Context: an optimization exercise on an open-source flow, tuned for small area and a short achievable clock period. The choices shown serve that exercise and are no tape-out recipe.
In this exercise RTL edits were held to simulation tests only and were not proved equivalent to the original.

==> flow/design.v <==
module pg3_pre (
    input  [15:0] a,
    input  [15:0] b,
    output [15:0] p,
    output [15:0] g,
    output [15:0] o
);
    assign p = a ^ b;
    assign g = a & b;
    assign o = a | b;
endmodule
module pg3_post #(parameter INV = 0) (
    input  [15:0] p,
    input  [15:0] g,
    input  [15:0] o,
    input  [15:0] ci,
    output [15:0] s,
    output [15:0] c
);
    wire [15:0] cc = INV ? ~ci : ci;
    assign s = p ^ cc;
    assign c = (cc & o) | (~cc & g);
endmodule
module add16 (
    input  [15:0] a,
    input  [15:0] b,
    output [15:0] s
);
    assign s = a + b;
endmodule
module question_6(
    input clk,
    input rst,
    input signed [15:0] x,
    output reg signed [15:0] y
);
    reg signed [15:0] s1, s2, s3;
    wire [15:0] y_sh1 = {y[15], y[15:1]};
    wire [15:0] y_sh2 = {y[15], y[15], y[15:2]};
    wire [15:0] p1, g1, o1, p2, g2, o2;
    wire [15:0] ss1, cc1, ss2, cc2;
    wire [15:0] y_n, s1_n, s2_n;
    pg3_pre pre1 (.a(s2), .b(y_sh1), .p(p1), .g(g1), .o(o1));
    pg3_pre pre2 (.a(s3), .b(y_sh2), .p(p2), .g(g2), .o(o2));
    pg3_post #(.INV(1)) post1 (.p(p1), .g(g1), .o(o1), .ci(x), .s(ss1), .c(cc1));
    pg3_post #(.INV(0)) post2 (.p(p2), .g(g2), .o(o2), .ci(x), .s(ss2), .c(cc2));
    add16 add_y  (.a(x),   .b(s1),                .s(y_n));
    add16 add_s1 (.a(ss1), .b({cc1[14:0], 1'b1}), .s(s1_n));
    add16 add_s2 (.a(ss2), .b({cc2[14:0], 1'b0}), .s(s2_n));
    always @(posedge clk or posedge rst) begin
        if (rst) begin
            s1 <= 16'sd0;
            s2 <= 16'sd0;
            s3 <= 16'sd0;
            y  <= 16'sd0;
        end else begin
            y  <= y_n;
            s1 <= s1_n;
            s2 <= s2_n;
            s3 <= y;
        end
    end
endmodule
==> flow/config.mk <==
export PLATFORM = sky130hd
export DESIGN_NAME = question_6
export DESIGN_NICKNAME = question_6
export VERILOG_FILES = /design/flow/design.v
export SDC_FILE = /design/flow/constraint.sdc
export NUM_CORES = 4
export LEC_CHECK = 0
export CAP_MARGIN = 20
export CORE_MARGIN = 2
export CORE_UTILIZATION = 40
export CTS_BUF_LIST = sky130_fd_sc_hd__clkbuf_8
export CTS_CLUSTER_SIZE = 24
export SETUP_SLACK_MARGIN = 2.7
export SLEW_MARGIN = 20
export TNS_END_PERCENT = 100
==> flow/constraint.sdc <==
create_clock -name core_clock -period 5.0 [get_ports {clk}]
set_input_delay 1.0000 -clock core_clock [delete_from_list [all_inputs] [get_ports {clk}]]
set_output_delay 1.0000 -clock core_clock [all_outputs]
set_load 0.01 [all_outputs]
standard.sh (not shown) runs the stock make flow with config.mk's settings and CLKGATE_MAP_FILE= SYNTH_SCRIPT=/design/flow/synth_recipe.tcl, a recipe that flattens the netlist after the stock synthesis.
==> flow/flow/run.sh <==
#!/bin/bash
# Own flow: the standard synthesis, then the combinational logic re-mapped by
# ABC with a delay target (flow/remap.tcl), then the standard layout steps.
# Each tool's output goes to a log file of its own in this folder.
set -euo pipefail
W=$(pwd)
R=$W/orfs/results/$FLOW_PLATFORM/question_6/base
D=$(cat flow/abc_delay_ps)

bash standard.sh synth > $W/log_1_standard_synth.txt 2>&1
cp $R/1_2_yosys.v $W/standard_synth.v

sed "s/{D}/$D/g" flow/abc_remap.script > $W/abc_remap.script
printf "set_driving_cell sky130_fd_sc_hd__buf_1\nset_load 5\n" > $W/abc_remap.constr
REMAP_IN=$W/standard_synth.v REMAP_OUT=$W/remap.v REMAP_SCRIPT=$W/abc_remap.script \
REMAP_CONSTR=$W/abc_remap.constr \
LIB_FILE=$FLOW_HOME/platforms/$FLOW_PLATFORM/lib/sky130_fd_sc_hd__tt_025C_1v80.lib \
  yosys -c flow/remap.tcl > $W/log_2_remap_yosys.txt 2>&1
# keep only the top module (the cell definitions were read from the library)
awk -v top="$FLOW_TOP" '$1=="module" && index($2, top "(")==1 {f=1} f{print} /^endmodule/{f=0}' $W/remap.v.all > $W/remap.v
cp $W/remap.v $R/1_2_yosys.v
rm -f $R/1_synth.odb $R/1_synth.sdc

export BUFFER_PORTS_ARGS="-buffer_cell sky130_fd_sc_hd__buf_2"
export CTS_ARGS="-sink_clustering_enable -repair_clock_nets -buf_list sky130_fd_sc_hd__clkbuf_4 -root_buf sky130_fd_sc_hd__clkbuf_8 -sink_clustering_size 16 -dont_use_dummy_load"
bash standard.sh finish > $W/log_3_standard_layout.txt 2>&1
==> flow/flow/abc_delay_ps <==
1200
==> flow/flow/abc_remap.script <==
strash
dch
map -D {D}
strash
dch
map -D {D}
topo
stime -c
buffer -c
upsize -c -D {D}
dnsize -c -D {D}
Other scripts of this flow, unchanged in this note and not shown: flow/flow/remap.tcl
Edit:
--- a/flow/flow/run.sh
+++ b/flow/flow/run.sh
@@ -24,3 +24,2 @@
 export BUFFER_PORTS_ARGS="-buffer_cell sky130_fd_sc_hd__buf_2"
-export CTS_ARGS="-sink_clustering_enable -repair_clock_nets -buf_list sky130_fd_sc_hd__clkbuf_4 -root_buf sky130_fd_sc_hd__clkbuf_8 -sink_clustering_size 16 -dont_use_dummy_load"
 bash standard.sh finish > $W/log_3_standard_layout.txt 2>&1
==> flow/flow/abc_delay_ps (replaced) <==
1300
==> flow/flow/abc_remap.script (replaced) <==
strash
dch
map -D {D}
topo
stime -c
buffer -c
upsize -c -D {D}
dnsize -c -D {D}
stime -c
- CORE_UTILIZATION: 40 -> 60
- SETUP_SLACK_MARGIN: 2.7 -> 2.5
Result: Worst hold slack gets better by 5.4 ps; non-clock buffer count is lower by 29; worst setup slack gets worse by 84 ps; die area is lower by a quarter to a third.
Edit:
--- a/flow/flow/run.sh
+++ b/flow/flow/run.sh
@@ -24,2 +24,3 @@
 export BUFFER_PORTS_ARGS="-buffer_cell sky130_fd_sc_hd__buf_2"
+export CTS_ARGS="-sink_clustering_enable -repair_clock_nets -buf_list sky130_fd_sc_hd__clkbuf_4 -root_buf sky130_fd_sc_hd__clkbuf_8 -sink_clustering_size 16 -dont_use_dummy_load"
 bash standard.sh finish > $W/log_3_standard_layout.txt 2>&1
==> flow/flow/abc_delay_ps (replaced) <==
1200
==> flow/flow/abc_remap.script (replaced) <==
strash
dch
map -D {D}
strash
dch
map -D {D}
topo
- CORE_UTILIZATION: 60 -> 40
What happened:
- core utilization goes down by 22 points
- critical path depth drops by 3
- via count increases by 1.6%
- register-to-register slack loses 140 ps
- count of clock-buffer cells in the layout came out lower by 1
- cell count grows by 5.1%
- first-iteration DRC count came out higher by 24%
- final area goes up by 0.66%
- wire length is higher by 0.76%
- worst setup slack got worse by 39 ps
Edit:
--- a/flow/flow/run.sh
+++ b/flow/flow/run.sh
@@ -23,4 +23,2 @@
 
-export BUFFER_PORTS_ARGS="-buffer_cell sky130_fd_sc_hd__buf_2"
-export CTS_ARGS="-sink_clustering_enable -repair_clock_nets -buf_list sky130_fd_sc_hd__clkbuf_4 -root_buf sky130_fd_sc_hd__clkbuf_8 -sink_clustering_size 16 -dont_use_dummy_load"
 bash standard.sh finish > $W/log_3_standard_layout.txt 2>&1
==> flow/flow/abc_delay_ps (replaced) <==
1300
==> flow/flow/abc_remap.script (replaced) <==
strash
dch
map -D {D}
topo
stime -c
buffer -c
upsize -c -D {D}
dnsize -c -D {D}
stime -c
- SETUP_SLACK_MARGIN: 2.5 -> 0.5
Outcome:
- design area went down slightly
- worst hold slack hardly moves
- synthesized cell count stays flat
- worst setup slack degrades by 550 ps
- count of clock-buffer cells in the layout grows by 3
Edit:
--- a/flow/flow/run.sh
+++ b/flow/flow/run.sh
@@ -23,2 +23,4 @@
 
+export BUFFER_PORTS_ARGS="-buffer_cell sky130_fd_sc_hd__buf_2"
+export CTS_ARGS="-sink_clustering_enable -repair_clock_nets -buf_list sky130_fd_sc_hd__clkbuf_4 -root_buf sky130_fd_sc_hd__clkbuf_8 -sink_clustering_size 16 -dont_use_dummy_load"
 bash standard.sh finish > $W/log_3_standard_layout.txt 2>&1
==> flow/flow/abc_delay_ps (replaced) <==
1100
==> flow/flow/abc_remap.script (replaced) <==
strash
dch
map -D {D}
strash
dch
map -D {D}
topo
stime -c
buffer -c
upsize -c -D {D}
dnsize -c -D {D}
- SETUP_SLACK_MARGIN: 0.5 -> 2.5
=> Sequential cell count does not change. Cell area went up by 3.2%. First-iteration DRC count went up by 78%. Clock skew went up by 11 ps. Worst setup slack gains 670 ps. Synthesized area went up by 8.8%. Routed wire length went up by 12%. Critical path depth went down by 3.
Edit:
--- a/flow/flow/run.sh
+++ b/flow/flow/run.sh
@@ -23,4 +23,2 @@
 
-export BUFFER_PORTS_ARGS="-buffer_cell sky130_fd_sc_hd__buf_2"
-export CTS_ARGS="-sink_clustering_enable -repair_clock_nets -buf_list sky130_fd_sc_hd__clkbuf_4 -root_buf sky130_fd_sc_hd__clkbuf_8 -sink_clustering_size 16 -dont_use_dummy_load"
 bash standard.sh finish > $W/log_3_standard_layout.txt 2>&1
==> flow/flow/abc_delay_ps (replaced) <==
1300
==> flow/flow/abc_remap.script (replaced) <==
strash
dch
map -D {D}
topo
stime -c
buffer -c
upsize -c -D {D}
dnsize -c -D {D}
stime -c
Outcome:
- setup slack got worse by 130 ps
- count of clock-buffer cells in the layout rises by 2
- via count went down by 4.2%
- area after synthesis came out lower by 8.1%
- wire length decreases by about 2.4%
- worst hold slack is about the same
- sequential cell count does not change
- cell count drops by about 5%
- utilization goes up by 6.5 points
- synthesized cell count fell by about 8%

========
// question_6: RTL as listed in full above, without the edits since
Settings: LEC_CHECK=0, CAP_MARGIN=20, CORE_MARGIN=2, CORE_UTILIZATION=40, CTS_BUF_LIST=sky130_fd_sc_hd__clkbuf_8, CTS_CLUSTER_SIZE=24, SETUP_SLACK_MARGIN=2.4, SLEW_MARGIN=20, TNS_END_PERCENT=100; clock period 5.0 ns.
==> flow/flow/run.sh <==
#!/bin/bash
# Own flow: the standard synthesis, then the combinational logic re-mapped by
# ABC with a delay target (flow/remap.tcl), then the standard layout steps.
# Each tool's output goes to a log file of its own in this folder.
set -euo pipefail
W=$(pwd)
R=$W/orfs/results/$FLOW_PLATFORM/question_6/base
D=$(cat flow/abc_delay_ps)

bash standard.sh synth > $W/log_1_standard_synth.txt 2>&1
cp $R/1_2_yosys.v $W/standard_synth.v

sed "s/{D}/$D/g" flow/abc_remap.script > $W/abc_remap.script
printf "set_driving_cell sky130_fd_sc_hd__buf_1\nset_load 5\n" > $W/abc_remap.constr
REMAP_IN=$W/standard_synth.v REMAP_OUT=$W/remap.v REMAP_SCRIPT=$W/abc_remap.script \
REMAP_CONSTR=$W/abc_remap.constr \
LIB_FILE=$FLOW_HOME/platforms/$FLOW_PLATFORM/lib/sky130_fd_sc_hd__tt_025C_1v80.lib \
  yosys -c flow/remap.tcl > $W/log_2_remap_yosys.txt 2>&1
# keep only the top module (the cell definitions were read from the library)
awk -v top="$FLOW_TOP" '$1=="module" && index($2, top "(")==1 {f=1} f{print} /^endmodule/{f=0}' $W/remap.v.all > $W/remap.v
cp $W/remap.v $R/1_2_yosys.v
rm -f $R/1_synth.odb $R/1_synth.sdc

export BUFFER_PORTS_ARGS="-buffer_cell sky130_fd_sc_hd__buf_2"
export CTS_ARGS="-sink_clustering_enable -repair_clock_nets -buf_list sky130_fd_sc_hd__clkbuf_4 -root_buf sky130_fd_sc_hd__clkbuf_8 -sink_clustering_size 16 -dont_use_dummy_load"
bash standard.sh finish > $W/log_3_standard_layout.txt 2>&1
==> flow/flow/abc_delay_ps <==
1100
==> flow/flow/abc_remap.script <==
strash
dch
map -D {D}
strash
dch
map -D {D}
topo
stime -c
buffer -c
upsize -c -D {D}
dnsize -c -D {D}
==> flow/flow/remap.tcl <==
# Re-map the combinational logic of the standard synthesis netlist with ABC,
# using a delay target, so that ABC recovers area off the critical paths
# instead of upsizing every gate. Flip-flops are kept as they are (same
# instances, names and cell types).
# env: REMAP_IN REMAP_OUT REMAP_SCRIPT LIB_FILE
yosys -import
set lib $::env(LIB_FILE)
read_liberty -lib $lib
read_verilog $::env(REMAP_IN)
read_liberty -overwrite -ignore_miss_func $lib
hierarchy -top $::env(FLOW_TOP)
set seq {}
foreach c [regexp -all -inline {sky130_fd_sc_hd__df[a-z0-9_]+} [read [open $::env(REMAP_IN)]]] {
  if {[lsearch $seq $c] < 0} { lappend seq $c }
}
setattr -mod -set keep_hierarchy 1 {*}$seq
flatten
select $::env(FLOW_TOP)
opt_clean
# cells the platform marks don't-use (probe and low-power-flow cells)
set dont_use {}
foreach {m c} [regexp -all -inline {cell\s*\(\s*"?(sky130_fd_sc_hd__(?:lpflow_|probe)[A-Za-z0-9_]*)} [read [open $lib]]] {
  lappend dont_use -dont_use $c
}
abc -liberty $lib {*}$dont_use -script $::env(REMAP_SCRIPT) -constr $::env(REMAP_CONSTR)
opt_clean -purge
hilomap -singleton -hicell sky130_fd_sc_hd__conb_1 HI -locell sky130_fd_sc_hd__conb_1 LO
insbuf -buf sky130_fd_sc_hd__buf_4 A X
opt_clean -purge
tee -o $::env(REMAP_OUT).stat stat -liberty $lib
write_verilog -noattr -nohex -nodec -selected $::env(REMAP_OUT).all
The baseline finished with timing, DRC and antenna clean.
==> next run, changes <==
--- a/flow/flow/run.sh
+++ b/flow/flow/run.sh
@@ -23,4 +23,3 @@
 
 export BUFFER_PORTS_ARGS="-buffer_cell sky130_fd_sc_hd__buf_2"
-export CTS_ARGS="-sink_clustering_enable -repair_clock_nets -buf_list sky130_fd_sc_hd__clkbuf_4 -root_buf sky130_fd_sc_hd__clkbuf_8 -sink_clustering_size 16 -dont_use_dummy_load"
 bash standard.sh finish > $W/log_3_standard_layout.txt 2>&1
==> flow/flow/abc_delay_ps (replaced) <==
1300
==> flow/flow/abc_remap.script (replaced) <==
strash
dch
map -D {D}
topo
stime -c
buffer -c
upsize -c -D {D}
dnsize -c -D {D}
stime -c
SETUP_SLACK_MARGIN = 2.5   (was 2.4)
The new run finished clean.
Design area goes down by a few percent.
Global-route usage fell by 0.22 points.
Worst setup slack got worse by 0.061 ns.
Worst hold slack is worse by 0.0065 ns.
Fmax falls by a few percent.
Routed wire length came out lower by roughly a tenth.
Cell count decreases by a little under a tenth.
Synthesized area is lower by a little under a tenth.
Sequential share of layout area climbs by 0.84 points.
==> next run, changes <==
==> flow/flow/abc_delay_ps (replaced) <==
1000
SETUP_SLACK_MARGIN = 3.0   (was 2.5)
=> The new run went through all stages and came out clean. Die area climbs by roughly a tenth. Non-clock buffer count increases by 78.
==> next run, changes <==
--- a/flow/flow/run.sh
+++ b/flow/flow/run.sh
@@ -23,3 +23,4 @@
 
 export BUFFER_PORTS_ARGS="-buffer_cell sky130_fd_sc_hd__buf_2"
+export CTS_ARGS="-sink_clustering_enable -repair_clock_nets -buf_list sky130_fd_sc_hd__clkbuf_4 -root_buf sky130_fd_sc_hd__clkbuf_8 -sink_clustering_size 16 -dont_use_dummy_load"
 bash standard.sh finish > $W/log_3_standard_layout.txt 2>&1
==> flow/flow/abc_delay_ps (replaced) <==
1400
==> flow/flow/abc_remap.script (replaced) <==
strash
dch
map -D {D}
strash
dch
map -D {D}
topo
stime -c
buffer -c
upsize -c -D {D}
dnsize -c -D {D}
SETUP_SLACK_MARGIN = 2.6   (was 3.0)
=> Via count came out lower by 22%; clock skew fell by 0.0074 ns; global-route usage decreases by 3.2 points; hold slack barely changes; non-clock buffer count went down by 54; die area went down by 12%; clock-buffer cell count falls by 1; wire length goes down by 26%; synthesized area decreases by 13%.
==> next run, changes <==
--- a/flow/flow/run.sh
+++ b/flow/flow/run.sh
@@ -18,9 +18,7 @@
   yosys -c flow/remap.tcl > $W/log_2_remap_yosys.txt 2>&1
 # keep only the top module (the cell definitions were read from the library)
-awk -v top="$FLOW_TOP" '$1=="module" && index($2, top "(")==1 {f=1} f{print} /^endmodule/{f=0}' $W/remap.v.all > $W/remap.v
+awk -v top="$FLOW_TOP" '$1=="module" && $2==top {f=1} f{print} /^endmodule/{f=0}' $W/remap.v.all > $W/remap.v
 cp $W/remap.v $R/1_2_yosys.v
 rm -f $R/1_synth.odb $R/1_synth.sdc
 
-export BUFFER_PORTS_ARGS="-buffer_cell sky130_fd_sc_hd__buf_2"
-export CTS_ARGS="-sink_clustering_enable -repair_clock_nets -buf_list sky130_fd_sc_hd__clkbuf_4 -root_buf sky130_fd_sc_hd__clkbuf_8 -sink_clustering_size 16 -dont_use_dummy_load"
 bash standard.sh finish > $W/log_3_standard_layout.txt 2>&1
==> flow/flow/abc_delay_ps (replaced) <==
1300
==> flow/flow/abc_remap.script (replaced) <==
strash
dch
map -D {D}
topo
stime -c
buffer -c
upsize -c -D {D}
dnsize -c -D {D}
stime -c
--- a/flow/flow/remap.tcl
+++ b/flow/flow/remap.tcl
@@ -18,10 +18,5 @@
 select $::env(FLOW_TOP)
 opt_clean
-# cells the platform marks don't-use (probe and low-power-flow cells)
-set dont_use {}
-foreach {m c} [regexp -all -inline {cell\s*\(\s*"?(sky130_fd_sc_hd__(?:lpflow_|probe)[A-Za-z0-9_]*)} [read [open $lib]]] {
-  lappend dont_use -dont_use $c
-}
-abc -liberty $lib {*}$dont_use -script $::env(REMAP_SCRIPT) -constr $::env(REMAP_CONSTR)
+abc -liberty $lib -script $::env(REMAP_SCRIPT) -constr $::env(REMAP_CONSTR)
 opt_clean -purge
 hilomap -singleton -hicell sky130_fd_sc_hd__conb_1 HI -locell sky130_fd_sc_hd__conb_1 LO
CTS_BUF_LIST = unset   (was sky130_fd_sc_hd__clkbuf_8)
CTS_CLUSTER_SIZE = unset   (was 24)
SETUP_SLACK_MARGIN = 0.5   (was 2.6)
After rerunning: Now the flow aborted during netlist read-in after synthesis (1_synth) (STA-1390).
==> next run, changes <==
--- a/flow/flow/run.sh
+++ b/flow/flow/run.sh
@@ -18,7 +18,8 @@
   yosys -c flow/remap.tcl > $W/log_2_remap_yosys.txt 2>&1
 # keep only the top module (the cell definitions were read from the library)
-awk -v top="$FLOW_TOP" '$1=="module" && $2==top {f=1} f{print} /^endmodule/{f=0}' $W/remap.v.all > $W/remap.v
+awk -v top="$FLOW_TOP" '$1=="module" && index($2, top "(")==1 {f=1} f{print} /^endmodule/{f=0}' $W/remap.v.all > $W/remap.v
 cp $W/remap.v $R/1_2_yosys.v
 rm -f $R/1_synth.odb $R/1_synth.sdc
 
+export BUFFER_PORTS_ARGS="-buffer_cell sky130_fd_sc_hd__buf_2"
 bash standard.sh finish > $W/log_3_standard_layout.txt 2>&1
--- a/flow/flow/remap.tcl
+++ b/flow/flow/remap.tcl
@@ -18,5 +18,10 @@
 select $::env(FLOW_TOP)
 opt_clean
-abc -liberty $lib -script $::env(REMAP_SCRIPT) -constr $::env(REMAP_CONSTR)
+# cells the platform marks don't-use (probe and low-power-flow cells)
+set dont_use {}
+foreach {m c} [regexp -all -inline {cell\s*\(\s*"?(sky130_fd_sc_hd__(?:lpflow_|probe)[A-Za-z0-9_]*)} [read [open $lib]]] {
+  lappend dont_use -dont_use $c
+}
+abc -liberty $lib {*}$dont_use -script $::env(REMAP_SCRIPT) -constr $::env(REMAP_CONSTR)
 opt_clean -purge
 hilomap -singleton -hicell sky130_fd_sc_hd__conb_1 HI -locell sky130_fd_sc_hd__conb_1 LO
CTS_BUF_LIST = sky130_fd_sc_hd__clkbuf_8   (was unset)
CTS_CLUSTER_SIZE = 24   (was unset)
SETUP_SLACK_MARGIN = 2.7   (was 0.5)
Effect: Now the flow finished with timing, DRC and antenna clean.

-- re-timing with driven ports --
The results above use ideal ports. As a check the final layouts listed here were re-extracted and re-timed, cells and wires unchanged. Step 1, drivers: a clkbuf_16 drives clk and a buf_2 each remaining input, both assumed. Step 2 times the ports against the registers' clock, not the clock port: input delays grow and output delays shrink by t, the midpoint of the rising clock arrivals with the driver on. Three values: no drivers, after step 1, after step 2; two values: the first two.
| run | t (ns) | slack for setup (ns) | hold slack, ns | clock arrival spread, ns | worst data-port slew with drivers (ns) |
|---|---|---|---|---|---|
| the first run of note 1 | 0.388 | 2.652 / 2.651 / 2.264 | 0.385 / 0.385 / 0.385 | 0.021 / 0.021 | 0.06 |
| the second run of note 1 | 0.381 | 2.568 / 2.573 / 2.192 | 0.390 / 0.390 / 0.390 | 0.010 / 0.009 | 0.04 |
| the third run of note 1 | 0.382 | 2.529 / 2.515 / 2.133 | 0.378 / 0.378 / 0.378 | 0.017 / 0.017 | 0.06 |
| the fourth run of note 1 | 0.396 | 1.984 / 1.998 / 1.603 | 0.381 / 0.381 / 0.381 | 0.009 / 0.009 | 0.03 |
| the fifth run of note 1 | 0.390 | 2.657 / 2.670 / 2.280 | 0.386 / 0.386 / 0.386 | 0.020 / 0.020 | 0.03 |
| the sixth run of note 1 | 0.402 | 2.526 / 2.490 / 2.202 | 0.387 / 0.387 / 0.387 | 0.011 / 0.010 | 0.03 |
| the first run of note 2 | 0.390 | 2.626 / 2.643 / 2.253 | 0.381 / 0.381 / 0.381 | 0.019 / 0.018 | 0.03 |
| the second run of note 2 | 0.395 | 2.565 / 2.580 / 2.185 | 0.374 / 0.374 / 0.374 | 0.008 / 0.008 | 0.05 |
| the third run of note 2 | 0.411 | 2.809 / 2.786 / 2.374 | 0.379 / 0.379 / 0.379 | 0.023 / 0.023 | 0.06 |
| the fourth run of note 2 | 0.384 | 2.614 / 2.603 / 2.219 | 0.378 / 0.378 / 0.378 | 0.016 / 0.015 | 0.06 |
| the sixth run of note 2 | 0.391 | 2.597 / 2.581 / 2.190 | 0.385 / 0.385 / 0.385 | 0.010 / 0.010 | 0.06 |
After both steps every run listed still meets setup and hold. For the third run of note 2, which loses most, drivers alone change the setup slack by -0.023 ns; drivers and shift together by -0.435 ns.
